This is an optimization exercise on Yosys and OpenROAD, whose aim is small area, not a production implementation.
At most, simulation tests tie the RTL to the original design; equivalence was not proved.
Only the layout flow was run in run 2; the RTL was not checked for function there.
Power is estimated from default activity; no workload was simulated.

===== design/flow/config.mk =====
export PLATFORM = sky130hd
export DESIGN_NAME = SingleCycleRiscV
export DESIGN_NICKNAME = SingleCycleRiscV
export VERILOG_FILES = /design/flow/design.v
export SDC_FILE = /design/flow/constraint.sdc
export NUM_CORES = 4
export LEC_CHECK = 0
export CAP_MARGIN = 20
export CORE_MARGIN = 2
export CORE_UTILIZATION = 45
export PLACE_DENSITY = 0.6
export SETUP_SLACK_MARGIN = 0.1
export SLEW_MARGIN = 20
export SYNTH_HIERARCHICAL = 1

===== design/flow/constraint.sdc =====
create_clock -name core_clock -period 12.0 [get_ports {clk}]
set_input_delay 2.4000 -clock core_clock [delete_from_list [all_inputs] [get_ports {clk}]]
set_output_delay 2.4000 -clock core_clock [all_outputs]
set_load 0.01 [all_outputs]

===== design/flow/design.v =====
module RegBit(
    input clk,
    input we,
    input keep,
    input wd,
    output reg q
);
always @(posedge clk)
    q <= (q & keep) | (wd & we);
endmodule
module Aoi222(input a0, s0, a1, s1, a2, s2, output y);
assign y = ~((a0 & s0) | (a1 & s1) | (a2 & s2));
endmodule
module Nand3(input a, b, c, output y);
assign y = ~(a & b & c);
endmodule
module Nand4(input a, b, c, d, output y);
assign y = ~(a & b & c & d);
endmodule
module Or3(input a, b, c, output y);
assign y = a | b | c;
endmodule
module ReadBit(
    input [31:1] sel,
    input [31:1] d,
    output y
);
wire [10:0] n;
genvar k;
generate
    for (k = 0; k < 10; k = k + 1) begin : g
        Aoi222 u(.a0(d[3*k+1]), .s0(sel[3*k+1]), .a1(d[3*k+2]), .s1(sel[3*k+2]),
                 .a2(d[3*k+3]), .s2(sel[3*k+3]), .y(n[k]));
    end
endgenerate
Nand2 u31(.a(d[31]), .b(sel[31]), .y(n[10]));
wire o0, o1, o2;
Nand4 c0(.a(n[0]), .b(n[1]), .c(n[2]), .d(n[3]), .y(o0));
Nand4 c1(.a(n[4]), .b(n[5]), .c(n[6]), .d(n[7]), .y(o1));
Nand3 c2(.a(n[8]), .b(n[9]), .c(n[10]), .y(o2));
Or3 c3(.a(o0), .b(o1), .c(o2), .y(y));
endmodule
module RegDecode(
    input clk,
    input reset,
    input regWrite,
    input [4:0] rs1,
    input [4:0] rs2,
    input [4:0] rd,
    output reg [31:1] we,
    output reg [31:1] keep,
    output reg [31:1] sel1,
    output reg [31:1] sel2
);
reg [31:1] valid;
integer i;
always @(posedge clk or posedge reset) begin
    if (reset)
        valid <= 31'b0;
    else
        valid <= valid | we;
end
always @(*) begin
    for (i = 1; i < 32; i = i + 1) begin
        we[i]   = regWrite && rd == i;
        keep[i] = !we[i];
        sel1[i] = valid[i] && rs1 == i;
        sel2[i] = valid[i] && rs2 == i;
    end
end
endmodule
module RegisterFile(
    input clk,
    input reset,
    input regWrite,
    input [4:0] rs1,
    input [4:0] rs2,
    input [4:0] rd,
    input [31:0] writeData,
    output [31:0] rd1,
    output [31:0] rd2
);
wire [31:1] we, keep, sel1, sel2;
RegDecode dec(
    .clk(clk), .reset(reset), .regWrite(regWrite),
    .rs1(rs1), .rs2(rs2), .rd(rd),
    .we(we), .keep(keep), .sel1(sel1), .sel2(sel2)
);
genvar r, b;
generate
    for (b = 0; b < 32; b = b + 1) begin : rbit
        wire [31:1] col;
        for (r = 1; r < 32; r = r + 1) begin : row
            RegBit u(.clk(clk), .we(we[r]), .keep(keep[r]), .wd(writeData[b]), .q(col[r]));
        end
        ReadBit p1(.sel(sel1), .d(col), .y(rd1[b]));
        ReadBit p2(.sel(sel2), .d(col), .y(rd2[b]));
    end
endgenerate
endmodule
module Nand2(input a, b, output y);
assign y = ~(a & b);
endmodule
module CarE(input p, g, c, output cn);
assign cn = ~((p & c) | g);
endmodule
module CarO(input pn, gn, cn, output c);
assign c = ~((pn | cn) & gn);
endmodule
module PGn(input a, b, output pn, gn);
Xnor2 x(.a(a), .b(b), .y(pn));
Nand2 n(.a(a), .b(b), .y(gn));
endmodule
module Xnor2(input a, b, output y);
assign y = ~(a ^ b);
endmodule
module BlkGP(input [3:0] p, g, output G, P);
wire g1 = g[1] | (p[1] & g[0]);
wire g2 = g[2] | (p[2] & g1);
assign G = g[3] | (p[3] & g2);
assign P = &p;
endmodule
module BlkC(input [2:0] p, g, input ci, output c1, c2, c3);
assign c1 = g[0] | (p[0] & ci);
assign c2 = g[1] | (p[1] & c1);
assign c3 = g[2] | (p[2] & c2);
endmodule
module PreGP(input Gh, Ph, Gl, Pl, output G, P);
assign G = Gh | (Ph & Gl);
assign P = Ph & Pl;
endmodule
module PreG(input Gh, Ph, Gl, output G);
assign G = Gh | (Ph & Gl);
endmodule
module Cla32(input [31:0] p, g, input cin, output [32:1] c);
wire [7:0] G, P;
wire [8:0] C;
genvar k;
assign C[0] = cin;
generate
    for (k = 1; k < 9; k = k + 1) begin : co
        assign C[k] = c[4*k];
    end
endgenerate
generate
    for (k = 0; k < 8; k = k + 1) begin : blk
        BlkGP gp(.p(p[4*k+3:4*k]), .g(g[4*k+3:4*k]), .G(G[k]), .P(P[k]));
    end
endgenerate
wire a3, a5, a7, q3, q5, q7;          
wire b6, b7, r6, r7;                  
PreG  l0 (.Gh(G[0]), .Ph(P[0]), .Gl(cin), .G(c[4]));
PreG  l1 (.Gh(G[1]), .Ph(P[1]), .Gl(c[4]), .G(c[8]));
PreGP l3 (.Gh(G[3]), .Ph(P[3]), .Gl(G[2]), .Pl(P[2]), .G(a3), .P(q3));
PreGP l5 (.Gh(G[5]), .Ph(P[5]), .Gl(G[4]), .Pl(P[4]), .G(a5), .P(q5));
PreGP l7 (.Gh(G[7]), .Ph(P[7]), .Gl(G[6]), .Pl(P[6]), .G(a7), .P(q7));
PreG  m2 (.Gh(G[2]), .Ph(P[2]), .Gl(c[8]), .G(c[12]));
PreG  m3 (.Gh(a3), .Ph(q3), .Gl(c[8]), .G(c[16]));
PreGP m6 (.Gh(G[6]), .Ph(P[6]), .Gl(a5), .Pl(q5), .G(b6), .P(r6));
PreGP m7 (.Gh(a7), .Ph(q7), .Gl(a5), .Pl(q5), .G(b7), .P(r7));
PreG  n4 (.Gh(G[4]), .Ph(P[4]), .Gl(c[16]), .G(c[20]));
PreG  n5 (.Gh(a5), .Ph(q5), .Gl(c[16]), .G(c[24]));
PreG  n6 (.Gh(b6), .Ph(r6), .Gl(c[16]), .G(c[28]));
PreG  n7 (.Gh(b7), .Ph(r7), .Gl(c[16]), .G(c[32]));
generate
    for (k = 0; k < 8; k = k + 1) begin : rin
        BlkC bc(.p(p[4*k+2:4*k]), .g(g[4*k+2:4*k]), .ci(C[k]),
                .c1(c[4*k+1]), .c2(c[4*k+2]), .c3(c[4*k+3]));
    end
endgenerate
endmodule
module CarryChain #(parameter N = 16) (
    input  [2*N-1:0] pg_p,
    input  [2*N-1:0] pg_g,
    input  cin,
    output [2*N:1] cc
);
genvar k;
generate
    for (k = 0; k < N; k = k + 1) begin : s
        if (k == 0) begin : f
            CarE e(.p(pg_p[0]), .g(pg_g[0]), .c(cin), .cn(cc[1]));
        end else begin : n
            CarE e(.p(pg_p[2*k]), .g(pg_g[2*k]), .c(cc[2*k]), .cn(cc[2*k+1]));
        end
        CarO o(.pn(pg_p[2*k+1]), .gn(pg_g[2*k+1]), .cn(cc[2*k+1]), .c(cc[2*k+2]));
    end
endgenerate
endmodule
module SingleCycleRiscV(
    input clk,
    input reset,
    output [31:0] pc,
    input  [31:0] instr,
    output [31:0] dmem_addr,
    output        dmem_re,
    output [3:0]  dmem_wmask,
    output [31:0] dmem_wdata,
    input  [31:0] dmem_rdata
);
reg [31:1] pcReg;
wire [31:0] pcFull = {pcReg, 1'b0};
assign pc = pcFull;
wire [6:0] op = instr[6:0];
wire [2:0] f3 = instr[14:12];
wire isOp     = op == 7'b0110011;
wire isOpImm  = op == 7'b0010011;
wire isLoad   = op == 7'b0000011;
wire isStore  = op == 7'b0100011;
wire isBranch = op == 7'b1100011;
wire isJal    = op == 7'b1101111;
wire isJalr   = op == 7'b1100111;
wire isAlu    = isOp | isOpImm;
wire regWrite = isAlu | isLoad | isJal | isJalr;
wire f3is000  = f3 == 3'b000;
wire f7ok     = !instr[31] && instr[29:25] == 5'b0;
wire [31:0] a, r2, writeData;
RegisterFile rf(
    .clk(clk), .reset(reset), .regWrite(regWrite),
    .rs1(instr[19:15]), .rs2(instr[24:20]), .rd(instr[11:7]),
    .writeData(writeData), .rd1(a), .rd2(r2)
);
wire s = instr[31];
wire [31:0] imm = {{21{s}}, instr[30:25], isStore ? instr[11:7] : instr[24:20]};
wire selR = isOp | isBranch;
wire sub  = isBranch | (isOp & f3is000 & instr[30]);
wire [31:0] b = selR ? (r2 ^ {32{sub}}) : imm;
genvar i;
wire [31:0] p = a ^ b;
wire [31:0] g = a & b;
wire [32:0] cc;
assign cc[0] = sub;
Cla32 aluc(.p(p), .g(g), .cin(sub), .c(cc[32:1]));
wire [31:0] sum = p ^ cc[31:0];
wire eq  = &p;
wire ltu = !cc[32];
wire lt  = p[31] ? sum[31] : g[31];
wire cnd = f3[2] ? (f3[1] ? ltu : lt) : eq;
wire taken = isBranch & (f3[2] | !f3[1]) & (cnd ^ f3[0]);
wire [31:0] pc4;
assign pc4[1:0] = pcFull[1:0];
assign pc4[31:2] = pcFull[31:2] + 30'd1;
wire [31:0] immBJ = isJal ? {{12{s}}, instr[19:12], instr[20], instr[30:21], 1'b0}
                          : {{20{s}}, instr[7], instr[30:25], instr[11:8], 1'b0};
wire [31:0] tP, tG;
wire [32:0] tc;
assign tP[1:0] = 2'b00; assign tG[1:0] = 2'b00;
generate
    for (i = 2; i < 32; i = i + 2) begin : tpe
        assign tP[i] = pcFull[i] ^ immBJ[i];
        assign tG[i] = pcFull[i] & immBJ[i];
        PGn po(.a(pcFull[i+1]), .b(immBJ[i+1]), .pn(tP[i+1]), .gn(tG[i+1]));
    end
endgenerate
wire c2 = pcFull[1] & immBJ[1];
assign tc[2] = c2;
CarryChain #(15) pcc(.pg_p(tP[31:2]), .pg_g(tG[31:2]), .cin(c2), .cc(tc[32:3]));
wire [31:0] pcImm;
assign pcImm[0] = 1'b0;
assign pcImm[1] = pcFull[1] ^ immBJ[1];
generate
    for (i = 2; i < 32; i = i + 2) begin : tsum
        assign pcImm[i] = tP[i] ^ tc[i];
        assign pcImm[i+1] = tP[i+1] ^ tc[i+1];
    end
endgenerate
wire sSum = isAlu & f3is000 & (isOpImm | f7ok);
wire sP   = isAlu & f3[2] & !f3[0];                  
wire sG   = isAlu & f3[2] & f3[1];                   
wire sLink = isJal | isJalr;
wire ldB = isLoad & f3 == 3'b000;
wire ldH = isLoad & f3 == 3'b001;
wire ldW = isLoad & f3 == 3'b010;
wire [31:0] ld = {dmem_rdata[31:16] & {16{ldW}},
                  dmem_rdata[15:8] & {8{ldW | ldH}},
                  dmem_rdata[7:0] & {8{ldW | ldH | ldB}}};
wire ext8  = ldB & dmem_rdata[7];
wire ext16 = ext8 | (ldH & dmem_rdata[15]);
wire [31:0] ext = {{16{ext16}}, {8{ext8}}, 8'b0};
assign writeData = (sum & {32{sSum}}) | (p & {32{sP}}) | (g & {32{sG}}) |
                   (pc4 & {32{sLink}}) | ld | ext;
assign dmem_addr  = sum;
assign dmem_re    = isLoad;
assign dmem_wdata = r2;
assign dmem_wmask = {{2{isStore & f3 == 3'b010}},
                     isStore & (f3 == 3'b001 | f3 == 3'b010),
                     isStore & (f3 == 3'b000 | f3 == 3'b001 | f3 == 3'b010)};
wire selImm = isJal | taken;
wire sel4   = !(isJal | isJalr | taken);
wire [31:1] pcNext = (sum[31:1] & {31{isJalr}}) | (pcImm[31:1] & {31{selImm}}) |
                     (pc4[31:1] & {31{sel4}});
always @(posedge clk or posedge reset) begin
    if (reset)
        pcReg <= 31'b0;
    else
        pcReg <= pcNext;
end
endmodule

===== design/flow/run.sh =====
#!/bin/bash
# synth_recipe.tcl (not shown) runs the flow's synth.tcl, then flattens the netlist and writes it again
# the make line also repeats each setting of config.mk as NAME=value (left out here)
make -C /OpenROAD-flow-scripts/flow DESIGN_CONFIG=/design/flow/config.mk WORK_HOME=/design/flow/orfs CLKGATE_MAP_FILE= SYNTH_SCRIPT=/design/flow/synth_recipe.tcl finish

==> qor.yml, run 1 <==
worstHoldStart: "rf.dec.valid[8]"
swShare_pct: 25.4
slew_viol_final: 0
fin_setup_tns_ns: 0
yosys_warnings: 9
die_w_um: 322
p_per_area_mw_per_mm2: 151
synth_cells: 4088
placementRows: 116
final.fill_count: 8833
dp_cells: 5652
drt_first_pass_iters: 15
start_kind: "primary input"
grt_max_degree: 44
grt_pass1_vias: 42800
die_area_mm2: 0.104
status: "finished clean"
setup_viol: 0
grt-ovfl-total: 0
place.gp.congestion: 0.998
multi_input_area_mm2: 0.0239
path_clk_slew_ns: 0.07
end_kind: "primary output"
syn_to_final_growth_pct: 19.2
crit_fanout: 32
io-pin-count: 167
clock_latency_ns: 0.72
start_util_pct: 45.4
syn-cell-area_mm2: 0.0455
ir_worst_vdd_mv: 0.125
post_cts_buffers: 0
clockRootBuffer: "clkbuf_16"
fin_crit_sh_pct: 97.8
crit_type: "in2out"
design.core.area_mm2: 0.100
track_usage_pct: 42.5
layout-drive-gt1-share_pct: 10.7
r2r_start: "rf.dec.valid[22]"
drt-initial-drc-count: 11600
hold_class: "reg2reg"
routed_wl_mm: 230
p_comb_share_pct: 9.4
clockBufferDepth: 3
portBuffers: 165
intPower_mw: 6.12
p_switching_mw: 2.09
grt_pass1_wl_mm: 322
avgSynthCellArea_um2: 11.1
maxSlewHeadroom_pct: 19.4
power.total_mw: 8.20
ctsResizeCount: 0
syn_nets: 4204
vias_per_cell: 8.01
ctsHtreeMaxLevel: 3
clock.fmax_mhz: 85.2
rsz0062_at_grt: "no"
cts_tree: "yes"
setup_slack_ns: 0.260
hold_violations: 0
final_core_util_pct: 54.1
pwr-share-clk_pct: 45.9
antenna_found_initial: 7
arrival_ns: 9.34
wl_per_cell_um: 39.2
area.sequential_mm2: 0.0214
vias: 47000
p_leak_nw: 20.9
holdWs_ns: 0.472
cp-startpoint: "instr[20]"
fin_cells: 5863
design_area_mm2: 0.0542
power_frac_seq_pct: 44.7
clkSinkCount: 1054
worst_slew_pin_slew_ns: 1.21
numCtsBuffers: 109
fin_skew_ns: 0.0351
cap_violations: 0
die_y_um: 322
min_period_ns: 11.74
dp_hpwl_mm: 144
drc_errors: 0
placed_cell_area_mm2: 0.0501
fin_nets: 4585
required_ns: 9.60
hold_buffers: 0
dp_slack_ns: 0.612
drtAntennaViolNets: 0
==> cell type report <==
type                    instances  share of cell area, %
well taps                    1298                   3.00
multi-input cells            2934                   44.2
repair buffers                347                   5.82
clock buffers                 158                   6.01
diodes                          4                 0.0185
clock inverters                45                   1.30
inverters                      23                  0.159
flip-flops and latches       1054                   39.5
==> flip-flops by register name, indices dropped and copies added (netlist names) <==
register	flops
rf.rbit.row.u.q	992
pcReg	31
rf.dec.valid	31
==> critical path: stages <==
cell and delay, ns:
clkdlybuf4s50_1 0.58, nor2b_1 0.59, and3_2 1.02, a222oi_1 0.26
nand4_1 0.35, or3_1 0.22, xor2_1 0.15, nor2_1 0.05
a21oi_1 0.17, ha_1 0.32, and4_1 0.24, a21o_1 0.24
a21o_1 0.28, a21o_1 0.38, a21o_1 0.28, a21o_1 0.22
a31o_1 0.34, fa_1 0.65, clkdlybuf4s50_1 0.57
==> placed cells by master (no fill, tap or decap), types with 24 or more instances in the layout <==
cell / n
a22o_1: 993
dfxtp_1: 992
a222oi_1: 642
nand2_1: 173
buf_4: 171
clkdlybuf4s50_1: 164
nand4_1: 148
clkbuf_16: 112
nand3_1: 89
a21o_1: 84
xnor2_1: 81
or3_1: 65
dfrtp_1: 62
o21ai_0: 60
nor2_1: 59
xor2_1: 56
ha_1: 49
o211ai_1: 40
and3_2: 38
a21oi_1: 34
clkbuf_8: 28
and3_1: 27
nor2_4: 27
o21ai_1: 24
==> layer usage <==
| layer | global-route usage [%] | part of all wire, % | up-vias |
|---|---|---|---|
| met2 | 59.2 | 40 | 4190 |
| met5 | 1.75 | 0.14 | - |
| li1 | - | - | 18900 |
| met4 | 27.7 | 7.7 | 12 |
| met1 | 55.8 | 38 | 23000 |
| met3 | 13.6 | 14 | 840 |
==> final timing paths <==
kind                                   end  slack, ns  depth (start not counted)
max reg2reg                      pcReg[17]       4.36                         24
min reg2reg                rf.dec.valid[8]       0.47                          1
max                          dmem_addr[31]       0.26                         19
max in group asynchronous        pcReg[16]       9.27                          3
min                        rf.dec.valid[8]       0.47                          1
min in group asynchronous  rf.dec.valid[6]       2.28                          3
==> power by group through the flow <==
stage	Sequential (mW)	Clock, mW	Combinational (mW)
after detailed placement	3.74	0	0.751
after global placement	3.74	0	0.745
final	3.67	3.76	0.773
after floorplan	3.73	0	0.432
after CTS	3.66	3.77	0.755
after global routing	3.67	3.91	0.822
==> run 2: changes to the inputs <==
--- a/design/flow/design.v
+++ b/design/flow/design.v
@@ -111,6 +111,10 @@
 Xnor2 x(.a(a), .b(b), .y(pn));
 Nand2 n(.a(a), .b(b), .y(gn));
 endmodule
+module Ha(input a, b, output s, c);
+assign s = a ^ b;
+assign c = a & b;
+endmodule
 module Xnor2(input a, b, output y);
 assign y = ~(a ^ b);
 endmodule
@@ -238,8 +242,16 @@
 wire cnd = f3[2] ? (f3[1] ? ltu : lt) : eq;
 wire taken = isBranch & (f3[2] | !f3[1]) & (cnd ^ f3[0]);
 wire [31:0] pc4;
+wire [31:3] c4;
 assign pc4[1:0] = pcFull[1:0];
-assign pc4[31:2] = pcFull[31:2] + 30'd1;
+assign pc4[2] = !pcFull[2];
+assign c4[3] = pcFull[2];
+generate
+    for (i = 3; i < 31; i = i + 1) begin : inc
+        Ha h(.a(pcFull[i]), .b(c4[i]), .s(pc4[i]), .c(c4[i+1]));
+    end
+endgenerate
+assign pc4[31] = pcFull[31] ^ c4[31];
 wire [31:0] immBJ = isJal ? {{12{s}}, instr[19:12], instr[20], instr[30:21], 1'b0}
                           : {{20{s}}, instr[7], instr[30:25], instr[11:8], 1'b0};
 wire [31:0] tP, tG;
==> design/flow/flow/run.sh (new file) <==
#!/bin/bash
# The standard layout (standard.sh, unchanged synthesis and steps) with two
# settings passed through the environment:
#  - port buffers are buf_1 cells instead of the default clkdlybuf4s50_1
#  - clock tree synthesis without dummy loads and with larger sink clusters
# make's full output goes to standard.log in the work folder; the tools' own
# logs stay under orfs/logs.
set -euo pipefail
export BUFFER_PORTS_ARGS="-buffer_cell sky130_fd_sc_hd__buf_1"
export CTS_ARGS="-sink_clustering_enable -repair_clock_nets -dont_use_dummy_load -buf_list sky130_fd_sc_hd__clkbuf_8 -sink_clustering_size 12 -sink_clustering_max_diameter 80"
bash standard.sh > standard.log 2>&1
==> design/flow/standard.sh (new file) <==
#!/bin/bash
# synth_recipe.tcl (not shown) runs the flow's synth.tcl, then flattens the netlist and writes it again
# the make line also repeats each setting of config.mk as NAME=value (left out here)
make -C /OpenROAD-flow-scripts/flow DESIGN_CONFIG=/design/flow/config.mk WORK_HOME=/design/flow/orfs CLKGATE_MAP_FILE= SYNTH_SCRIPT=/design/flow/synth_recipe.tcl "${@:-finish}"
--- a/design/flow/config.mk
+++ b/design/flow/config.mk
@@ -7,8 +7,8 @@
 export LEC_CHECK = 0
 export CAP_MARGIN = 20
 export CORE_MARGIN = 2
-export CORE_UTILIZATION = 45
-export PLACE_DENSITY = 0.6
+export CORE_UTILIZATION = 40
+export PLACE_DENSITY = 0.5
 export SETUP_SLACK_MARGIN = 0.1
 export SLEW_MARGIN = 20
 export SYNTH_HIERARCHICAL = 1
removed: design/flow/run.sh
==> run 2 against run 1 <==
Still clean. Sequential power decreased by 1%. Clock power decreased by 47%. Wire length increased by 3.6%. Clock-buffer cell count decreased by 59. Register-to-register slack got worse by 0.45 ns. First-iteration DRC count decreased by 9.2%. Combinational power decreased by 7.2%. Area after synthesis decreased by 0.38%. Critical endpoint unchanged. Largest cell class unchanged. Largest power group is now registers.
==> qor.yml, run 2 <==
cts_tree: "yes"
pwr-share-clk_pct: 31.4  # -14 points
p_switching_mw: 1.78  # -15%
crit_family: "compound AO/OA/AOI/OAI gates"
start_util_pct: 40.3  # -5.1 points
fin_nets: 4515  # -1.5%
wl_per_cell_um: 40.5  # +3.4%
ctsResizeCount: 0  # unchanged
grt_pass1_wl_mm: 331  # +2.7%
avgSynthCellArea_um2: 11.2  # +1.1%
numCtsBuffers: 99  # -9.2%
path_buf_inv: 2  # unchanged
crit_top_cell: "a21o_1"
portBuffers: 165  # unchanged
drt_first_pass_iters: 14  # -1
design.core.area_mm2: 0.112  # +12%
path_clk_slew_ns: 0.06  # about the same
io-pin-count: 167  # unchanged
p_leak_nw: 19.3  # -7.8%
routed_wl_mm: 238  # +3.6%
grt_max_degree: 60  # +36%
drc_errors: 0  # unchanged
top_register: "rf.rbit.row.u.q"
ctsHtreeMaxLevel: 3  # unchanged
crit_chain: "buf_1 -> nor3b_1 -> and3_2 -> a222oi_1 -> nand4_1 -> or3_1 -> xnor2_1 -> nor2_1 -> a21oi_1 -> ha_1 -> a21oi_1 -> o21ai_1 -> a21o_1 -> a21o_1 -> a21o_1 -> a21o_1 -> a21o_1 -> a31o_1 -> fa_1 -> buf_1"
ir_worst_vdd_mv: 0.0847  # -32%
rrSetupSlack_ns: 3.91  # -0.45 ns
hold_class: "reg2reg"
setup_viol: 0  # unchanged
syn_to_final_growth_pct: 11.7
grt_pass1_vias: 41600  # -2.6%
cap_violations: 0  # unchanged
power_frac_seq_pct: 57.3  # +13 points
synth_cells: 4029  # -1.4%
cpMaxStageDelayCell: "and3_2"
place.gp.congestion: 1.01  # +0.74%
required_ns: 9.60  # about the same
die_y_um: 341  # +5.8%
vias_per_cell: 7.78  # -2.9%
yosys_warnings: 9  # unchanged
syn-cell-area_mm2: 0.0453  # -0.38%
end_kind: "primary output"
vias: 45700  # -2.7%
maxSlewHeadroom_pct: 12.9  # -6.5 points
layout_common_cells: "992 x a22o_1, 992 x dfxtp_1, 647 x a222oi_1, 164 x buf_1, 150 x buf_4"
fin_skew_ns: 0.103  # +0.0678 ns
rsz0062_at_grt: "no"
slew_viol_final: 0  # unchanged
min_period_ns: 10.89  # -0.855 ns
cp_slowest_stage_delay_ns: 1.02  # about the same
p_per_area_mw_per_mm2: 125  # -17%
layout-drive-gt1-share_pct: 9.57  # -1.2 points
crit_cells: 20  # +1
intPower_mw: 4.55  # -26%
swShare_pct: 28.1  # +2.7 points
fin_setup_tns_ns: 0  # unchanged
crit_type: "in2out"
syn_nets: 4172  # -0.76%
endpoint: "dmem_addr[31]"
grt-ovfl-total: 0  # unchanged
hold_violations: 0  # unchanged
drtAntennaViolNets: 0  # unchanged
placed_cell_area_mm2: 0.0491  # -2.0%
final.fill_count: 10700  # +22%
crit_fanout: 32  # unchanged
arrival_ns: 8.49  # -0.85 ns
post_cts_buffers: 0  # unchanged
cp-startpoint: "instr[22]"
antenna_found_initial: 14  # +7
design_area_mm2: 0.0506  # -6.6%
regToRegEndpoint: "rf.rbit[30].row[31].u.q"
drt-initial-drc-count: 10500  # -9.2%
reg_top3: "rf.rbit.row.u.q: 992 flops, pcReg: 31 flops, rf.dec.valid: 31 flops"
largest_reg_flops: 992  # unchanged
clock.fmax_mhz: 91.9  # +7.9%
multi_input_area_mm2: 0.0239  # about the same
clock_latency_ns: 0.83  # +0.11 ns
p_comb_share_pct: 11.3  # +1.9 points
clkSinkCount: 1054  # unchanged
reg2reg_depth: 32  # +33%
dp_hpwl_mm: 152  # +6.1%
start_kind: "primary input"
status: "finished clean"
clockRootBuffer: "clkbuf_8"
track_usage_pct: 39.1  # -3.3 points
hold_buffers: 0  # unchanged
area.sequential_mm2: 0.0214  # unchanged
clockBufferDepth: 3  # unchanged
die_w_um: 341  # +5.8%
fin_crit_sh_pct: 90.7  # -7.1 points
r2r_start: "pcReg[2]"
die_area_mm2: 0.116  # +12%
worst_slew_pin_slew_ns: 1.29  # +0.0888 ns
placementRows: 123  # +6.0%
==> run 2: power by group through the flow <==
stage / sequential (mW) / combinational (mW) / clock, mW
after floorplan: 3.70 / 0.426 / 0
after CTS: 3.63 / 0.701 / 2.00
after global routing: 3.64 / 0.761 / 2.13
after global placement: 3.71 / 0.699 / 0
after detailed placement: 3.71 / 0.697 / 0
final: 3.63 / 0.717 / 1.99
==> run 2: how the worst min path moves through the flow <==
| stage | startpoint | end | slack [ns] | depth (start not counted) |
|---|---|---|---|---|
| global route | rf.dec.valid[7] | rf.dec.valid[7] | 0.48 | 1 |
| finish | rf.dec.valid[7] | rf.dec.valid[7] | 0.47 | 1 |
| detailed placement | rf.dec.valid[13] | rf.dec.valid[13] | 0.45 | 1 |
| global placement | rf.dec.valid[31] | rf.dec.valid[31] | 0.46 | 1 |
| floorplan | rf.dec.valid[10] | rf.dec.valid[10] | 0.43 | 1 |
| CTS | rf.dec.valid[7] | rf.dec.valid[7] | 0.47 | 1 |
==> run 2: layout make-up <==
cell class                      instances  share of cell area (%)
Antenna cell                            5                  0.0247
Clock buffer                           99                    2.69
Inverter                                7                  0.0519
Multi-Input combinational cell       2885                    47.3
Sequential cell                      1054                    42.3
Tap cell                             1500                    3.71
Timing Repair Buffer                  325                    3.91
==> run 2: metrics by stage <==
| stage | util (%) | total power [mW] | hold slack, ns | worst slack [ns] | cells |
|---|---|---|---|---|---|
| after global placement | 43.6 | 4.41 | 0.457 | 1.45 | 5760 |
| after floorplan | - | 4.12 | 0.433 | 1.92 | 4029 |
| after CTS | 45.0 | 6.33 | 0.470 | 1.36 | 5868 |
| final | 45.0 | 6.33 | 0.465 | 1.11 | 5875 |
| after detailed placement | 43.7 | 4.41 | 0.450 | 1.38 | 5769 |
| after global routing | 45.0 | 6.53 | 0.483 | 1.07 | 5872 |
==> run 2: layer usage <==
| metal | track usage (%) | vias to the layer above | part of all wire, % |
|---|---|---|---|
| li1 | - | 18600 | - |
| met1 | 53.4 | 22900 | 40 |
| met2 | 55.2 | 3653 | 41 |
| met3 | 10.7 | 582 | 13 |
| met4 | 22.7 | 12 | 6.6 |
| met5 | 0 | - | 0.029 |
==> run 3: changes to the inputs <==
--- a/design/flow/design.v
+++ b/design/flow/design.v
@@ -228,7 +228,8 @@
 wire [31:0] imm = {{21{s}}, instr[30:25], isStore ? instr[11:7] : instr[24:20]};
 wire selR = isOp | isBranch;
 wire sub  = isBranch | (isOp & f3is000 & instr[30]);
-wire [31:0] b = selR ? (r2 ^ {32{sub}}) : imm;
+wire [31:0] k = selR ? {32{sub}} : imm;
+wire [31:0] b = (r2 & {32{selR}}) ^ k;
 genvar i;
 wire [31:0] p = a ^ b;
 wire [31:0] g = a & b;
==> run 3 against run 2 <==
Still clean. Combinational power down 12%. Utilization fell by 0.28 points. Clock power hardly changed. Critical path type unchanged.
==> qor.yml, run 3 <==
dp_cells: 5734  # -0.61%
ctsResizeCount: 0  # unchanged
setup_slack_ns: 0.749  # -0.366 ns
slew_viol_final: 0  # unchanged
die_area_mm2: 0.116  # -0.23%
layout-drive-gt1-share_pct: 9.13  # -0.43 points
crit_type: "in2out"
ctsHtreeMaxLevel: 3  # unchanged
post_cts_buffers: 0  # unchanged
vias_per_cell: 7.84  # +0.82%
clockRootBuffer: "clkbuf_8"
required_ns: 9.60  # about the same
drt_first_pass_iters: 14  # unchanged
p_per_area_mw_per_mm2: 124  # -0.99%
die_y_um: 340  # -0.11%
maxSlewHeadroom_pct: 14.8  # +1.9 points
clkSinkCount: 1054  # unchanged
avgSynthCellArea_um2: 11.2  # about the same
syn-cell-area_mm2: 0.0452  # -0.23%
fin_cells: 5846  # -0.49%
layout_common_cells: "992 x a22o_1, 992 x dfxtp_1, 641 x a222oi_1, 164 x buf_1, 149 x nand4_1"
wl_per_cell_um: 41.8  # +3.2%
syn_to_final_growth_pct: 11.2
cp-startpoint: "instr[24]"
yosys_warnings: 9  # unchanged
fin_crit_sh_pct: 93.8  # +3.0 points
hold_class: "reg2reg"
grt-ovfl-total: 0  # unchanged
min_period_ns: 11.25  # +0.366 ns
clockBufferDepth: 3  # unchanged
reg_top3: "rf.rbit.row.u.q: 992 flops, pcReg: 31 flops, rf.dec.valid: 31 flops"
placementRows: 123  # unchanged
status: "finished clean"
cts_tree: "yes"
dp_hpwl_mm: 156  # +2.2%
place.gp.congestion: 0.987  # -1.8%
setup_viol: 0  # unchanged
grt_max_degree: 38  # -37%
fin_skew_ns: 0.0824  # -0.0205 ns
placed_cell_area_mm2: 0.0488  # -0.64%
cap_violations: 0  # unchanged
fin_setup_tns_ns: 0  # unchanged
rsz0062_at_grt: "no"
worst_slew_pin_slew_ns: 1.28  # -0.0167 ns
worstHoldStart: "rf.dec.valid[30]"
synth_cells: 4018  # -0.27%
power.total_mw: 6.23  # -1.6%
fin_nets: 4481  # -0.75%
design_area_mm2: 0.0503  # -0.62%
holdWs_ns: 0.479  # +0.0141 ns
path_clk_slew_ns: 0.09  # +0.03 ns
syn_nets: 4161  # -0.26%
routed_wl_mm: 245  # +2.7%
clock.fmax_mhz: 88.9  # -3.2%
largest_reg_flops: 992  # unchanged
antenna_found_initial: 19  # +5
final_core_util_pct: 44.8  # -0.28 points
vias: 45800  # +0.32%
io-pin-count: 167  # unchanged
drtAntennaViolNets: 0  # unchanged
design.core.area_mm2: 0.112  # unchanged
numCtsBuffers: 98  # -1.0%
track_usage_pct: 40.3  # +1.1 points
hold_buffers: 0  # unchanged
p_leak_nw: 19.2  # -0.51%
start_kind: "primary input"
grt_pass1_wl_mm: 338  # +2.1%
end_kind: "primary output"
drc_errors: 0  # unchanged
min_path_cells: 1  # unchanged
hold_violations: 0  # unchanged
clock_latency_ns: 0.82  # about the same
dp_slack_ns: 0.950  # -0.432 ns
r2r_start: "rf.dec.valid[9]"
reg2reg_depth: 23  # -28%
start_util_pct: 40.2  # -0.091 points
crit_fanout: 32  # unchanged
top_register: "rf.rbit.row.u.q"
ir_worst_vdd_mv: 0.0873  # +3.0%
die_w_um: 340  # -0.11%
drt-initial-drc-count: 11000  # +4.8%
portBuffers: 165  # unchanged
grt_pass1_vias: 42200  # +1.3%
arrival_ns: 8.85  # +0.36 ns
==> run 3: critical path, stage by stage <==
cell,delay [ns]
buf_1,0.36
and3b_1,0.32
and3_2,0.64
a222oi_1,0.59
nand4_1,0.33
or3_1,0.52
mux2_2,0.29
o21ai_1,0.13
ha_1,0.36
and4_1,0.24
a21o_1,0.26
a21o_1,0.31
a21o_1,0.37
a21o_1,0.27
a21o_1,0.22
a31o_1,0.25
fa_1,0.76
buf_1,0.20
==> run 3: area by class of cell <==
type                       count  area [µm²]
clock buffer                  98        1350
inverter                      15        56.3
fill                       10800       62100
antenna                       10        25.0
tap                         1500        1880
timing repair buffer         296        1730
sequential                  1054       21400
multi-input combinational   2873       23800
==> run 3: report_power, final <==
part	switching (mW)	internal, mW	total [mW]
logic	0.407	0.224	0.631
clock network	1.26	0.725	1.98
registers	0.0668	3.55	3.62
total	1.73	4.50	6.23
==> run 3: per-layer routing <==
metal	up-vias	track usage, %	routed length, µm
met4	12	22.8	16700
met2	3713	58.6	101000
met3	742	9.75	29900
met1	22900	54.4	97000
li1	18500	-	-
met5	-	0	100
==> run 3: path summary, 6_finish.rpt <==
check | end | slack, ns
min in group asynchronous | rf.dec.valid[13] | 1.78
worst min register to register | rf.dec.valid[30] | 0.48
max in group asynchronous | pcReg[19] | 9.73
worst min-delay path | rf.dec.valid[30] | 0.48
worst max register to register | pcReg[23] | 3.70
worst max-delay path | dmem_addr[31] | 0.75
==> run 4: changes to the inputs <==
--- a/design/flow/flow/run.sh
+++ b/design/flow/flow/run.sh
@@ -7,5 +7,5 @@
 # logs stay under orfs/logs.
 set -euo pipefail
 export BUFFER_PORTS_ARGS="-buffer_cell sky130_fd_sc_hd__buf_1"
-export CTS_ARGS="-sink_clustering_enable -repair_clock_nets -dont_use_dummy_load -buf_list sky130_fd_sc_hd__clkbuf_8 -sink_clustering_size 12 -sink_clustering_max_diameter 80"
+export CTS_ARGS="-sink_clustering_enable -repair_clock_nets -dont_use_dummy_load -buf_list sky130_fd_sc_hd__clkbuf_8 -sink_clustering_size 13 -sink_clustering_max_diameter 80"
 bash standard.sh > standard.log 2>&1
==> design/flow/config.mk (replaced) <==
export PLATFORM = sky130hd
export DESIGN_NAME = SingleCycleRiscV
export DESIGN_NICKNAME = SingleCycleRiscV
export VERILOG_FILES = /design/flow/design.v
export SDC_FILE = /design/flow/constraint.sdc
export NUM_CORES = 4
export LEC_CHECK = 0
export CAP_MARGIN = 10
export CORE_MARGIN = 2
export CORE_UTILIZATION = 45
export PLACE_DENSITY = 0.65
export SETUP_SLACK_MARGIN = 0.1
export SLEW_MARGIN = 10
export SYNTH_HIERARCHICAL = 1
==> run 4 against run 3 <==
Global-route usage increased by 1.2 points. Maximum frequency decreased by 1.7%. Die area decreased by 11%. Clock skew increased by 0.015 ns.
==> qor.yml, run 4 <==
grt-ovfl-total: 0  # unchanged
r2r_start: "rf.dec.valid[7]"
crit_chain: "buf_1 -> nor2b_1 -> and3_1 -> buf_4 -> a222oi_1 -> nand4_1 -> or3_1 -> mux2_2 -> o21ai_1 -> ha_1 -> and4_1 -> a21o_1 -> a21o_1 -> a21o_1 -> a21o_1 -> a21o_1 -> a31o_1 -> fa_1 -> buf_1"
endpoint: "dmem_addr[31]"
place.gp.congestion: 1.04  # +5.3%
syn_to_final_growth_pct: 10.1
wl_per_cell_um: 39.7  # -5.2%
drt-initial-drc-count: 11400  # +3.5%
largest_reg_flops: 992  # unchanged
ctsResizeCount: 0  # unchanged
worst_slew_pin_slew_ns: 1.40  # +0.119 ns
reg_top3: "rf.rbit.row.u.q: 992 flops, pcReg: 31 flops, rf.dec.valid: 31 flops"
clkSinkCount: 1054  # unchanged
dp_hpwl_mm: 140  # -9.8%
crit_family: "simple AND/OR/NAND/NOR gates"
crit_type: "in2out"
grt_pass1_wl_mm: 314  # -6.9%
dp_slack_ns: 0.885  # -0.0648 ns
die_w_um: 321  # -5.7%
numCtsBuffers: 94  # -4.1%
regToRegEndpoint: "pcReg[5]"
drc_errors: 0  # unchanged
setup_viol: 0  # unchanged
antenna_found_initial: 14  # -5
portBuffers: 165  # unchanged
setup_slack_ns: 0.559  # -0.190 ns
yosys_warnings: 9  # unchanged
cp_slowest_stage_delay_ns: 1.07  # +0.31 ns
cap_violations: 0  # unchanged
routed_wl_mm: 224  # -8.4%
p_per_area_mw_per_mm2: 124  # about the same
drt_first_pass_iters: 13  # -1
grt_max_degree: 39  # +2.6%
p_leak_nw: 19.0  # -0.60%
vias_per_cell: 8.17  # +4.2%
rsz0062_at_grt: "no"
fin_nets: 4479  # -0.045%
crit_cells: 19  # +1
fin_crit_sh_pct: 95.3  # +1.6 points
design.core.area_mm2: 0.0999  # -11%
path_clk_slew_ns: 0.10  # about the same
arrival_ns: 9.04  # +0.19 ns
avgSynthCellArea_um2: 11.2  # unchanged
top_register: "rf.rbit.row.u.q"
vias: 46100  # +0.57%
cts_tree: "yes"
final_core_util_pct: 49.8  # +5.1 points
crit_fanout: 17  # -47%
start_util_pct: 45.3  # +5.0 points
end_kind: "primary output"
post_cts_buffers: 0  # unchanged
syn_nets: 4161  # unchanged
synth_cells: 4018  # unchanged
hold_class: "reg2reg"
maxSlewHeadroom_pct: 6.66  # -8.1 points
cpMaxStageDelayCell: "and3_1"
clock_latency_ns: 0.83  # about the same
fin_skew_ns: 0.0973  # +0.0149 ns
die_area_mm2: 0.103  # -11%
slew_viol_final: 0  # unchanged
clock.fmax_mhz: 87.4  # -1.7%
hold_buffers: 0  # unchanged
ctsHtreeMaxLevel: 3  # unchanged
layout-drive-gt1-share_pct: 8.28  # -0.85 points
syn-cell-area_mm2: 0.0452  # unchanged
ir_worst_vdd_mv: 0.0795  # -8.9%
layout_common_cells: "992 x a22o_1, 992 x dfxtp_1, 641 x a222oi_1, 164 x buf_1, 156 x nand2_1"
hold_violations: 0  # unchanged
status: "finished clean"
grt_pass1_vias: 41800  # -0.92%
crit_top_cell: "a21o_1"
rrSetupSlack_ns: 3.90  # +0.20 ns
min_period_ns: 11.44  # +0.190 ns
start_kind: "primary input"
placementRows: 116  # -5.7%
clockBufferDepth: 3  # unchanged
path_buf_inv: 3  # +1
io-pin-count: 167  # unchanged
die_y_um: 321  # -5.7%
drtAntennaViolNets: 0  # unchanged
required_ns: 9.60  # about the same
cp-startpoint: "instr[20]"
track_usage_pct: 41.5  # +1.2 points
clockRootBuffer: "clkbuf_8"
reg2reg_depth: 23  # unchanged
fin_setup_tns_ns: 0  # unchanged
run 4: area by class of cell:
type	instances	area, µm²
repair buffers	298	1630
multi-input cells	2873	23700
inverters	15	56.3
clock buffers	94	1290
well taps	1298	1620
flip-flops and latches	1054	21400
diodes	12	30.0
fillers	9186	50100
run 4: worst min-delay path by stage:
| stage | from | to | slack (ns) | cells after the start |
|---|---|---|---|---|
| after detailed placement | rf.dec.valid[24] | rf.dec.valid[24] | 0.45 | 1 |
| after floorplan | rf.dec.valid[10] | rf.dec.valid[10] | 0.43 | 1 |
| after CTS | rf.dec.valid[26] | rf.dec.valid[26] | 0.47 | 1 |
| after global placement | rf.dec.valid[23] | rf.dec.valid[23] | 0.45 | 1 |
| after global routing | rf.dec.valid[23] | rf.dec.valid[23] | 0.49 | 1 |
| final | rf.dec.valid[23] | rf.dec.valid[23] | 0.47 | 1 |
run 4: per-layer routing:
layer | routed length [µm] | vias up | global-route usage, %
li1 | - | 18500 | -
met1 | 83600 | 22600 | 54.0
met2 | 90100 | 4170 | 58.2
met3 | 33200 | 794 | 14.4
met4 | 16600 | 16 | 26.1
met5 | 368 | - | 1.99
run 4: power by group:
group	switching, mW	internal, mW	total [mW]	leakage (nW)
clock	1.22	0.697	1.91	0.676
sequential	0.0759	3.55	3.62	8.80
combinational	0.400	0.224	0.623	9.56
run 4: worst reg2reg max path, cell delays in order (launching register included):
cell	delay, ns
dfrtp_1	0.41
and3_1	0.56
buf_4	0.46
a222oi_1	0.36
nand4_1	0.16
or3_1	0.51
mux2_2	0.31
o21ai_1	0.12
ha_1	0.36
and4_1	0.26
a21o_1	0.27
a21o_1	0.32
a21o_1	0.34
a21o_1	0.26
a21o_1	0.23
a31o_1	0.27
fa_1	0.50
mux2i_1	0.20
nand2_1	0.12
and3_1	0.24
mux2i_1	0.59
and3_1	0.45
buf_4	0.46
a221o_1	0.28
run 4: stage by stage:
step,hold WS (ns),instances,cell area [µm²],power [mW]
3_5_place_dp,0.450,5537,48400,4.30
2_1_floorplan,0.433,4018,45200,4.05
4_1_cts,0.468,5631,49700,6.14
3_3_place_gp,0.449,5537,48400,4.30
5_1_grt,0.488,5635,49800,6.32
6_report,0.473,5644,49800,6.16
==> run 5: changes to the inputs <==
--- a/design/flow/design.v
+++ b/design/flow/design.v
@@ -125,9 +125,9 @@
 assign P = &p;
 endmodule
 module BlkC(input [2:0] p, g, input ci, output c1, c2, c3);
-assign c1 = g[0] | (p[0] & ci);
-assign c2 = g[1] | (p[1] & c1);
-assign c3 = g[2] | (p[2] & c2);
+PreG u1(.Gh(g[0]), .Ph(p[0]), .Gl(ci), .G(c1));
+PreG u2(.Gh(g[1]), .Ph(p[1]), .Gl(c1), .G(c2));
+PreG u3(.Gh(g[2]), .Ph(p[2]), .Gl(c2), .G(c3));
 endmodule
 module PreGP(input Gh, Ph, Gl, Pl, output G, P);
 assign G = Gh | (Ph & Gl);
==> run 5 against run 4 <==
Still clean on timing, DRC and antenna. First-iteration DRC count increased by 14%. Cell area decreased by 0.22%. Sequential share of layout area increased by 0.096 points. Die area decreased by 0.15%. Wire length decreased by 2.2%. Largest cell class unchanged.
==> qor.yml, run 5 <==
status: "finished clean"
crit_fanout: 32  # +15
placementRows: 116  # unchanged
reg2reg_depth: 22  # -4.3%
fin_nets: 4469  # -0.22%
fin_setup_tns_ns: 0  # unchanged
syn_to_final_growth_pct: 10.0  # about the same
syn_nets: 4153  # -0.19%
wl_per_cell_um: 38.9  # -2.0%
crit_type: "in2out"
cts_tree: "yes"
post_cts_buffers: 0  # unchanged
ir_worst_vdd_mv: 0.0756  # -4.9%
end_kind: "primary output"
synth_cells: 4010  # -0.20%
dp_hpwl_mm: 134  # -4.4%
power.total_mw: 6.17  # +0.13%
cpMaxStageDelayCell: "and3_2"
p_leak_nw: 19.0  # -0.28%
die_y_um: 321  # about the same
portBuffers: 165  # unchanged
regToRegEndpoint: "pcReg[31]"
layout-drive-gt1-share_pct: 8.12  # -0.17 points
vias_per_cell: 8.21  # +0.52%
clock.fmax_mhz: 89.1  # +2.0%
r2r_start: "rf.dec.valid[9]"
yosys_warnings: 9  # unchanged
drc_errors: 0  # unchanged
numCtsBuffers: 91  # -3.2%
crit_top_cell: "a21o_1"
drtAntennaViolNets: 0  # unchanged
setup_viol: 0  # unchanged
min_period_ns: 11.22  # -0.221 ns
path_clk_slew_ns: 0.09  # about the same
holdWs_ns: 0.475  # +0.00133 ns
p_per_area_mw_per_mm2: 124  # +0.36%
worst_slew_pin_slew_ns: 1.41  # +0.0101 ns
antenna_found_initial: 9  # -5
top_register: "rf.rbit.row.u.q"
die_w_um: 321  # about the same
reg_top3: "rf.rbit.row.u.q: 992 flops, pcReg: 31 flops, rf.dec.valid: 31 flops"
cap_violations: 0  # unchanged
hold_class: "reg2reg"
hold_violations: 0  # unchanged
crit_chain: "buf_1 -> and3b_1 -> and3_2 -> a222oi_1 -> nand4_1 -> or3_1 -> mux2_2 -> o21ai_0 -> ha_1 -> and4_1 -> a21o_1 -> a21o_1 -> a21o_1 -> a21o_1 -> a21o_1 -> a21o_1 -> a21o_1 -> fa_1 -> buf_1"
die_area_mm2: 0.103  # -0.15%
syn-cell-area_mm2: 0.0451  # -0.16%
rsz0062_at_grt: "no"
drt-initial-drc-count: 13000  # +14%
cp_slowest_stage_delay_ns: 0.66  # -0.41 ns
final_core_util_pct: 49.8  # about the same
endpoint: "dmem_addr[31]"
slew_viol_final: 0  # unchanged
grt_pass1_wl_mm: 309  # -1.8%
grt_max_degree: 39  # unchanged
avgSynthCellArea_um2: 11.3  # about the same
grt_pass1_vias: 41600  # -0.41%
clkSinkCount: 1054  # unchanged
arrival_ns: 8.82  # -0.22 ns
clock_latency_ns: 0.81  # -0.02 ns
largest_reg_flops: 992  # unchanged
cp-startpoint: "instr[24]"
io-pin-count: 167  # unchanged
clockBufferDepth: 3  # unchanged
start_util_pct: 45.3  # about the same
hold_buffers: 0  # unchanged
routed_wl_mm: 219  # -2.2%
rrSetupSlack_ns: 4.01  # +0.11 ns
ctsResizeCount: 0  # unchanged
layout_common_cells: "992 x a22o_1, 992 x dfxtp_1, 641 x a222oi_1, 164 x buf_1, 156 x nand2_1"
clockRootBuffer: "clkbuf_8"
ctsHtreeMaxLevel: 3  # unchanged
drt_first_pass_iters: 14  # +1
fin_crit_sh_pct: 93.5  # -1.8 points
vias: 46200  # +0.26%
maxSlewHeadroom_pct: 5.99  # -0.67 points
design.core.area_mm2: 0.0997  # -0.15%
track_usage_pct: 40.7  # -0.81 points
required_ns: 9.60  # about the same
start_kind: "primary input"
grt-ovfl-total: 0  # unchanged
fin_skew_ns: 0.0758  # -0.0216 ns
place.gp.congestion: 1.06  # +2.5%
[run 5: final cells by class]
type                    instances  area, µm²
flip-flops and latches       1054      21400
repair buffers                299       1670
fillers                      9022      50000
multi-input cells            2865      23600
well taps                    1298       1620
inverters                      15       56.3
diodes                          7       17.5
clock buffers                  91       1250
[run 5: power breakdown]
group	switching, mW	internal, mW	leakage (nW)
Sequential	0.0770	3.55	8.80
Clock	1.22	0.676	0.654
Combinational	0.425	0.227	9.53
Total	1.72	4.45	19.0
[run 5: worst min path at each step]
stage                           from               end  slack (ns)  cells after the start
finish              rf.dec.valid[15]  rf.dec.valid[15]        0.47                      1
global route        rf.dec.valid[15]  rf.dec.valid[15]        0.50                      1
CTS                 rf.dec.valid[15]  rf.dec.valid[15]        0.48                      1
detailed placement  rf.dec.valid[15]  rf.dec.valid[15]        0.45                      1
global placement    rf.dec.valid[13]  rf.dec.valid[13]        0.45                      1
floorplan           rf.dec.valid[10]  rf.dec.valid[10]        0.43                      1
[run 5: layer usage]
layer	vias up	GRT usage, %	part of all wire, %
met2	4453	55.4	39
li1	18400	-	-
met3	812	14.6	16
met4	17	24.8	7.7
met1	22500	54.3	37
met5	-	1.18	0.10
[run 5: per-stage QoR]
stage / worst slack [ns] / cells / cell area, µm²
global placement: 1.30 / 5527 / 48300
detailed placement: 1.21 / 5527 / 48300
CTS: 1.19 / 5618 / 49600
finish: 0.779 / 5629 / 49700
floorplan: 1.74 / 4010 / 45100
global route: 0.743 / 5624 / 49700
[run 5: worst max-delay path, delay by kind of cell]
family | cells | cell delay (ns)
buffers and inverters | 2 | 0.58
multiplexers | 1 | 0.27
AND/OR/NAND/NOR | 5 | 2.07
AO/OA/AOI/OAI | 9 | 2.51
adder cells (fa/ha/maj) | 2 | 0.96
==> run 6: changes to the inputs <==
--- a/design/flow/flow/run.sh
+++ b/design/flow/flow/run.sh
@@ -7,5 +7,5 @@
 # logs stay under orfs/logs.
 set -euo pipefail
 export BUFFER_PORTS_ARGS="-buffer_cell sky130_fd_sc_hd__buf_1"
-export CTS_ARGS="-sink_clustering_enable -repair_clock_nets -dont_use_dummy_load -buf_list sky130_fd_sc_hd__clkbuf_8 -sink_clustering_size 13 -sink_clustering_max_diameter 80"
+export CTS_ARGS="-sink_clustering_enable -repair_clock_nets -dont_use_dummy_load -buf_list sky130_fd_sc_hd__clkbuf_8 -sink_clustering_size 14 -sink_clustering_max_diameter 80"
 bash standard.sh > standard.log 2>&1
--- a/design/flow/config.mk
+++ b/design/flow/config.mk
@@ -7,8 +7,8 @@
 export LEC_CHECK = 0
 export CAP_MARGIN = 10
 export CORE_MARGIN = 2
-export CORE_UTILIZATION = 45
-export PLACE_DENSITY = 0.65
+export CORE_UTILIZATION = 50
+export PLACE_DENSITY = 0.7
 export SETUP_SLACK_MARGIN = 0.1
 export SLEW_MARGIN = 10
 export SYNTH_HIERARCHICAL = 1
==> run 6 against run 5 <==
Global-route usage is 2.9 points higher. Utilization is 5.3 points higher. Cell count is 2.1% lower. Worst setup slack worse by 0.26 ns. Largest cell class unchanged. Largest power group unchanged.
==> qor.yml, run 6 <==
status: "finished clean"
setup_viol: 0  # unchanged
die_w_um: 304  # -5.1%
p_leak_nw: 19.0  # +0.14%
min_path_cells: 1  # unchanged
fin_crit_sh_pct: 95.7  # +2.2 points
hold_violations: 0  # unchanged
maxSlewHeadroom_pct: 5.53  # -0.46 points
fin_skew_ns: 0.0956  # +0.0199 ns
die_area_mm2: 0.0927  # -9.9%
io-pin-count: 167  # unchanged
clock.fmax_mhz: 87.1  # -2.3%
start_kind: "primary input"
top_register: "rf.rbit.row.u.q"
cap_violations: 0  # unchanged
multi_input_area_mm2: 0.0236  # -0.19%
placementRows: 110  # -5.2%
crit_fanout: 17  # -47%
grt_max_degree: 39  # unchanged
numCtsBuffers: 86  # -5.5%
wl_per_cell_um: 38.6  # -0.64%
place.gp.congestion: 1.07  # +0.89%
syn-cell-area_mm2: 0.0451  # unchanged
grt-ovfl-total: 0  # unchanged
grt_pass1_vias: 42200  # +1.5%
power_frac_seq_pct: 59.3  # +0.5 points
power.total_mw: 6.12  # -0.74%
grt_pass1_wl_mm: 303  # -2.0%
vias: 46600  # +0.86%
worst_slew_pin_slew_ns: 1.41  # +0.00682 ns
cts_tree: "yes"
hold_class: "reg2reg"
intPower_mw: 4.42  # -0.81%
reg_top3: "rf.rbit.row.u.q: 992 flops, pcReg: 31 flops, rf.dec.valid: 31 flops"
yosys_warnings: 9  # unchanged
end_kind: "primary output"
drt-initial-drc-count: 13200  # +1.7%
cpMaxStageDelayCell: "and3_1"
layout_common_cells: "992 x a22o_1, 992 x dfxtp_1, 641 x a222oi_1, 164 x buf_1, 156 x nand2_1"
hold_buffers: 0  # unchanged
fin_setup_tns_ns: 0  # unchanged
min_period_ns: 11.48  # +0.260 ns
layout-drive-gt1-share_pct: 7.65  # -0.47 points
syn_nets: 4153  # unchanged
routed_wl_mm: 213  # -2.7%
cp_slowest_stage_delay_ns: 1.19  # +0.53 ns
gr-max-usage-layer: "met1"
slew_viol_final: 0  # unchanged
crit_cells: 19  # unchanged
path_clk_slew_ns: 0.10  # about the same
final_core_util_pct: 55.1  # +5.3 points
drc_errors: 0  # unchanged
crit_family: "simple AND/OR/NAND/NOR gates"
antenna_found_initial: 14  # +5
pwr-share-clk_pct: 30.1  # -0.6 points
clockRootBuffer: "clkbuf_8"
largest_reg_flops: 992  # unchanged
track_usage_pct: 43.6  # +2.9 points
die_y_um: 304  # -5.1%
crit_top_cell: "a21o_1"
met2_usage_pct: 58.1  # +2.7 points
synth_cells: 4010  # unchanged
reg2reg_depth: 25  # +14%
arrival_ns: 9.08  # +0.26 ns
area.sequential_mm2: 0.0214  # unchanged
post_cts_buffers: 0  # unchanged
dp_hpwl_mm: 131  # -2.4%
path_buf_inv: 3  # +1
ir_worst_vdd_mv: 0.0777  # +2.8%
drt_first_pass_iters: 17  # +3
swShare_pct: 27.9  # +0.050 points
fin_nets: 4473  # +0.090%
ctsResizeCount: 0  # unchanged
portBuffers: 165  # unchanged
holdWs_ns: 0.484  # +0.00958 ns
clockBufferDepth: 3  # unchanged
crit_chain: "buf_1 -> nor2b_1 -> and3_1 -> buf_4 -> a222oi_1 -> nand4_1 -> or3_1 -> nor2_1 -> a221o_1 -> ha_1 -> and4_1 -> a21o_1 -> a21o_1 -> a21o_1 -> a21o_1 -> a21o_1 -> a21o_1 -> fa_1 -> buf_1"
required_ns: 9.60  # about the same
crit_type: "in2out"
start_util_pct: 50.3  # +5.0 points
p_switching_mw: 1.71  # -0.57%
final.fill_count: 7959  # -12%
drtAntennaViolNets: 0  # unchanged
grt_use_met1_pct: 58.2  # +3.9 points
grt_use_met3_pct: 16.3  # +1.6 points
rsz0062_at_grt: "no"
p_comb_share_pct: 10.6  # about the same
avgSynthCellArea_um2: 11.3  # unchanged
syn_to_final_growth_pct: 9.58
clkSinkCount: 1054  # unchanged
vias_per_cell: 8.46  # +3.0%
p_per_area_mw_per_mm2: 124  # -0.33%
design.core.area_mm2: 0.0897  # -10%
ctsHtreeMaxLevel: 3  # unchanged
clock_latency_ns: 0.82  # about the same
run 6: area by class of cell:
type / count / share of cell area [%]
Antenna cell: 8 / 0.0405
Clock buffer: 86 / 2.39
Inverter: 15 / 0.114
Multi-Input combinational cell: 2865 / 47.7
Sequential cell: 1054 / 43.3
Tap cell: 1176 / 2.98
Timing Repair Buffer: 308 / 3.49
run 6: path summary, 6_finish.rpt:
check | startpoint | end | slack (ns)
setup / recovery | instr[20] | dmem_addr[31] | 0.52
hold / removal | rf.dec.valid[5] | rf.dec.valid[5] | 0.48
setup reg to reg | rf.dec.valid[15] | pcReg[2] | 3.50
hold reg to reg | rf.dec.valid[5] | rf.dec.valid[5] | 0.48
max in group asynchronous | reset | pcReg[19] | 9.77
min in group asynchronous | reset | rf.dec.valid[14] | 1.74
run 6: metal layers:
layer	part of all wire, %	vias to the layer above
met1	37	22400
met3	17	940
met5	0.077	-
met2	38	4815
met4	8.2	12
li1	-	18500
run 6: metrics by stage:
stage	area, µm²	std cells	setup WS, ns
floorplan	45100	4010	1.74
global placement	48200	5416	1.21
detailed placement	48200	5416	1.08
CTS	49400	5502	1.05
global route	49400	5507	0.553
finish	49500	5512	0.519
run 6: power by group through the flow:
stage	Sequential, mW	Combinational, mW	Clock (mW)
after global placement	3.70	0.584	0
after global routing	3.64	0.672	1.95
after detailed placement	3.70	0.592	0
after floorplan	3.69	0.359	0
after CTS	3.62	0.595	1.82
final	3.63	0.649	1.84
run 6: worst reg2reg max path, cell delays in order (launching register included):
cell and delay (ns):
dfrtp_1 0.49, and3_1 0.50, buf_4 0.41, a222oi_1 0.33, nand4_1 0.39, or3_1 0.52
mux2_2 0.27, o21ai_0 0.15, ha_1 0.34, and4_1 0.22, a21o_1 0.24, a21o_1 0.27
a21o_1 0.34, a21o_1 0.28, a21o_1 0.22, a21o_1 0.21, a21o_1 0.23, fa_1 0.41
mux2i_1 0.26, nand2_1 0.16, and3_1 0.27, mux2i_1 0.63, buf_4 0.36, and3_1 0.21
buf_4 0.42, a221o_1 0.25
==> run 7: changes to the inputs <==
--- a/design/flow/flow/run.sh
+++ b/design/flow/flow/run.sh
@@ -7,5 +7,5 @@
 # logs stay under orfs/logs.
 set -euo pipefail
 export BUFFER_PORTS_ARGS="-buffer_cell sky130_fd_sc_hd__buf_1"
-export CTS_ARGS="-sink_clustering_enable -repair_clock_nets -dont_use_dummy_load -buf_list sky130_fd_sc_hd__clkbuf_8 -sink_clustering_size 14 -sink_clustering_max_diameter 80"
+export CTS_ARGS="-sink_clustering_enable -repair_clock_nets -dont_use_dummy_load -buf_list sky130_fd_sc_hd__clkbuf_8 -sink_clustering_size 16 -sink_clustering_max_diameter 80"
 bash standard.sh > standard.log 2>&1
==> run 7 against run 6 <==
Via count up 0.17%. Maximum frequency is essentially flat. Total power fell by 1.4%. Clock-buffer cell count shrank 9. Register-to-register slack worse by 0.46 ns. Clock skew decreased by 0.0038 ns. Cell count shrank 0.15%. Sequential share of layout area grew 0.11 points. Wire length rose by 0.22%. First-iteration DRC count up 4.7%. Clock power fell by 5%. Cell area fell by 0.25%. Critical endpoint unchanged. Highest routed layer unchanged.
==> qor.yml, run 7 <==
drc_errors: 0  # unchanged
min_period_ns: 11.48  # +0.00397 ns
cp_slowest_stage_delay_ns: 1.05  # -0.14 ns
crit_type: "in2out"
r2r_start: "rf.dec.valid[15]"
fin_setup_tns_ns: 0  # unchanged
arrival_ns: 9.08  # about the same
track_usage_pct: 43.7  # about the same
place.gp.congestion: 1.07  # unchanged
drt_first_pass_iters: 17  # unchanged
endpoint: "dmem_addr[31]"
clkSinkCount: 1054  # unchanged
layout-drive-gt1-share_pct: 7.46  # -0.19 points
cap_violations: 0  # unchanged
ctsHtreeMaxLevel: 3  # unchanged
clockBufferDepth: 3  # unchanged
final.fill_count: 7956  # -0.038%
largest_reg_flops: 992  # unchanged
hold_buffers: 0  # unchanged
clockRootBuffer: "clkbuf_8"
start_util_pct: 50.3  # unchanged
drt-initial-drc-count: 13800  # +4.7%
end_kind: "primary output"
antenna_found_initial: 19  # +5
syn_to_final_growth_pct: 9.32
clock_latency_ns: 0.80  # -0.02 ns
avgSynthCellArea_um2: 11.3  # unchanged
routed_wl_mm: 213  # +0.22%
path_clk_slew_ns: 0.07  # -0.03 ns
status: "finished clean"
vias_per_cell: 8.48  # +0.32%
vias: 46700  # +0.17%
regToRegEndpoint: "pcReg[2]"
portBuffers: 165  # unchanged
syn-cell-area_mm2: 0.0451  # unchanged
ir_worst_vdd_mv: 0.0782  # +0.60%
post_cts_buffers: 0  # unchanged
reg2reg_depth: 25  # unchanged
hold_violations: 0  # unchanged
placementRows: 110  # unchanged
drtAntennaViolNets: 0  # unchanged
reg_top3: "rf.rbit.row.u.q: 992 flops, pcReg: 31 flops, rf.dec.valid: 31 flops"
numCtsBuffers: 77  # -10%
fin_nets: 4464  # -0.20%
die_w_um: 304  # unchanged
cts_tree: "yes"
crit_top_cell: "a21o_1"
maxSlewHeadroom_pct: 4.89  # -0.64 points
crit_fanout: 17  # unchanged
grt-ovfl-total: 0  # unchanged
ctsResizeCount: 0  # unchanged
p_leak_nw: 18.9  # -0.34%
cp-startpoint: "instr[20]"
wl_per_cell_um: 38.8  # +0.36%
clock.fmax_mhz: 87.1  # about the same
yosys_warnings: 9  # unchanged
required_ns: 9.60  # about the same
dp_hpwl_mm: 131  # unchanged
syn_nets: 4153  # unchanged
top_register: "rf.rbit.row.u.q"
hold_class: "reg2reg"
layout_common_cells: "992 x a22o_1, 992 x dfxtp_1, 641 x a222oi_1, 164 x buf_1, 156 x nand2_1"
grt_pass1_vias: 42000  # -0.57%
final_core_util_pct: 55.0  # -0.14 points
grt_max_degree: 39  # unchanged
fin_skew_ns: 0.0918  # -0.00378 ns
design.core.area_mm2: 0.0897  # unchanged
worst_slew_pin_slew_ns: 1.42  # +0.00963 ns
p_per_area_mw_per_mm2: 122  # -1.1%
die_y_um: 304  # unchanged
rsz0062_at_grt: "no"
area.sequential_mm2: 0.0214  # unchanged
rrSetupSlack_ns: 3.04  # -0.46 ns
fin_crit_sh_pct: 95.7  # about the same
io-pin-count: 167  # unchanged
grt_pass1_wl_mm: 303  # about the same
cpMaxStageDelayCell: "and3_1"
start_kind: "primary input"
multi_input_area_mm2: 0.0236  # unchanged
synth_cells: 4010  # unchanged
setup_viol: 0  # unchanged
slew_viol_final: 0  # unchanged
crit_chain: "buf_1 -> nor2b_1 -> and3_1 -> buf_4 -> a222oi_1 -> nand4_1 -> or3_1 -> nor2_1 -> a221o_1 -> ha_1 -> and4_1 -> a21o_1 -> a21o_1 -> a21o_1 -> a21o_1 -> a21o_1 -> a21o_1 -> fa_1 -> buf_1"
power.total_mw: 6.04  # -1.4%
die_area_mm2: 0.0927  # unchanged
[run 7: through the flow]
step / cell area, µm² / setup WS [ns] / hold slack [ns] / cells
detailed placement: 48200 / 1.08 / 0.461 / 5416
CTS: 49300 / 1.06 / 0.482 / 5493
global placement: 48200 / 1.21 / 0.452 / 5416
finish: 49300 / 0.515 / 0.486 / 5504
floorplan: 45100 / 1.74 / 0.433 / 4010
global route: 49300 / 0.599 / 0.498 / 5497
[run 7: layer usage]
layer | wire, µm | track usage (%) | vias up
met5 | 64 | 0.362 | -
met4 | 17000 | 27.0 | 10
met3 | 36600 | 16.6 | 909
met2 | 82200 | 58.7 | 4852
met1 | 77500 | 58.5 | 22500
li1 | - | - | 18400
[run 7: worst min-delay path by stage]
stage | endpoint | slack (ns) | from | cells after the start
after floorplan | rf.dec.valid[10] | 0.43 | rf.dec.valid[10] | 1
after global placement | rf.dec.valid[5] | 0.45 | rf.dec.valid[5] | 1
after detailed placement | rf.dec.valid[12] | 0.46 | rf.dec.valid[12] | 1
after CTS | rf.dec.valid[12] | 0.48 | rf.dec.valid[12] | 1
after global routing | rf.dec.valid[12] | 0.50 | rf.dec.valid[12] | 1
final | rf.dec.valid[12] | 0.49 | rf.dec.valid[12] | 1
[run 7: report_power, final]
group | switching, mW | internal [mW]
sequential | 0.0795 | 3.55
combinational | 0.431 | 0.226
clock | 1.17 | 0.578
[run 7: critical path: cells and delay by family]
| kind | cells | cell delay [ns] |
|---|---|---|
| compound gates | 8 | 1.99 |
| fa+ha+maj | 2 | 1.12 |
| buf+inv | 3 | 0.86 |
| simple gates | 6 | 2.65 |
[run 7: cell type report]
class	instances	area share, %
repair buffers	308	3.50
flip-flops and latches	1054	43.4
well taps	1176	2.98
diodes	9	0.0457
inverters	15	0.114
clock buffers	77	2.15
multi-input cells	2865	47.8

==> port drivers added, routing unchanged <==
The flow's constraints put no driver on any port. The routed layouts listed below were extracted and timed again, unchanged, in two steps. Step 1: set_driving_cell puts a clkbuf_16 on clk and a buf_2 on each other input, an assumption about the parent block. Step 2 moves the port delays by t, midway between the first and last clock arrival at a register: inputs arrive t later, outputs are due t later. That takes back most of the time a late clock gives input paths. Slacks: ideal ports / drivers / drivers and shift; pairs: ideal ports / drivers.
| run | shift t [ns] | setup WS [ns] | latest minus earliest clock arrival (ns) | slew at the worst register clock pin (ns) |
|---|---|---|---|---|
| run 1 | 0.774 | 0.260 / 0.227 / 0.227 | 0.035 / 0.035 | 0.07 / 0.07 |
| run 2 | 0.863 | 1.114 / 1.053 / 1.053 | 0.103 / 0.103 | 0.10 / 0.10 |
| run 3 | 0.853 | 0.749 / 0.679 / 0.679 | 0.083 / 0.082 | 0.10 / 0.10 |
| run 4 | 0.855 | 0.559 / 0.521 / 0.521 | 0.097 / 0.097 | 0.10 / 0.10 |
| run 5 | 0.846 | 0.779 / 0.753 / 0.753 | 0.076 / 0.076 | 0.10 / 0.10 |
| run 6 | 0.840 | 0.519 / 0.472 / 0.472 | 0.095 / 0.096 | 0.11 / 0.11 |
| run 7 | 0.819 | 0.515 / 0.468 / 0.319 | 0.092 / 0.092 | 0.11 / 0.11 |
After both steps every run listed still meets setup and hold. The setup slack of run 7, which loses most, moves by -0.047 ns with the drivers and by -0.196 ns with both steps.
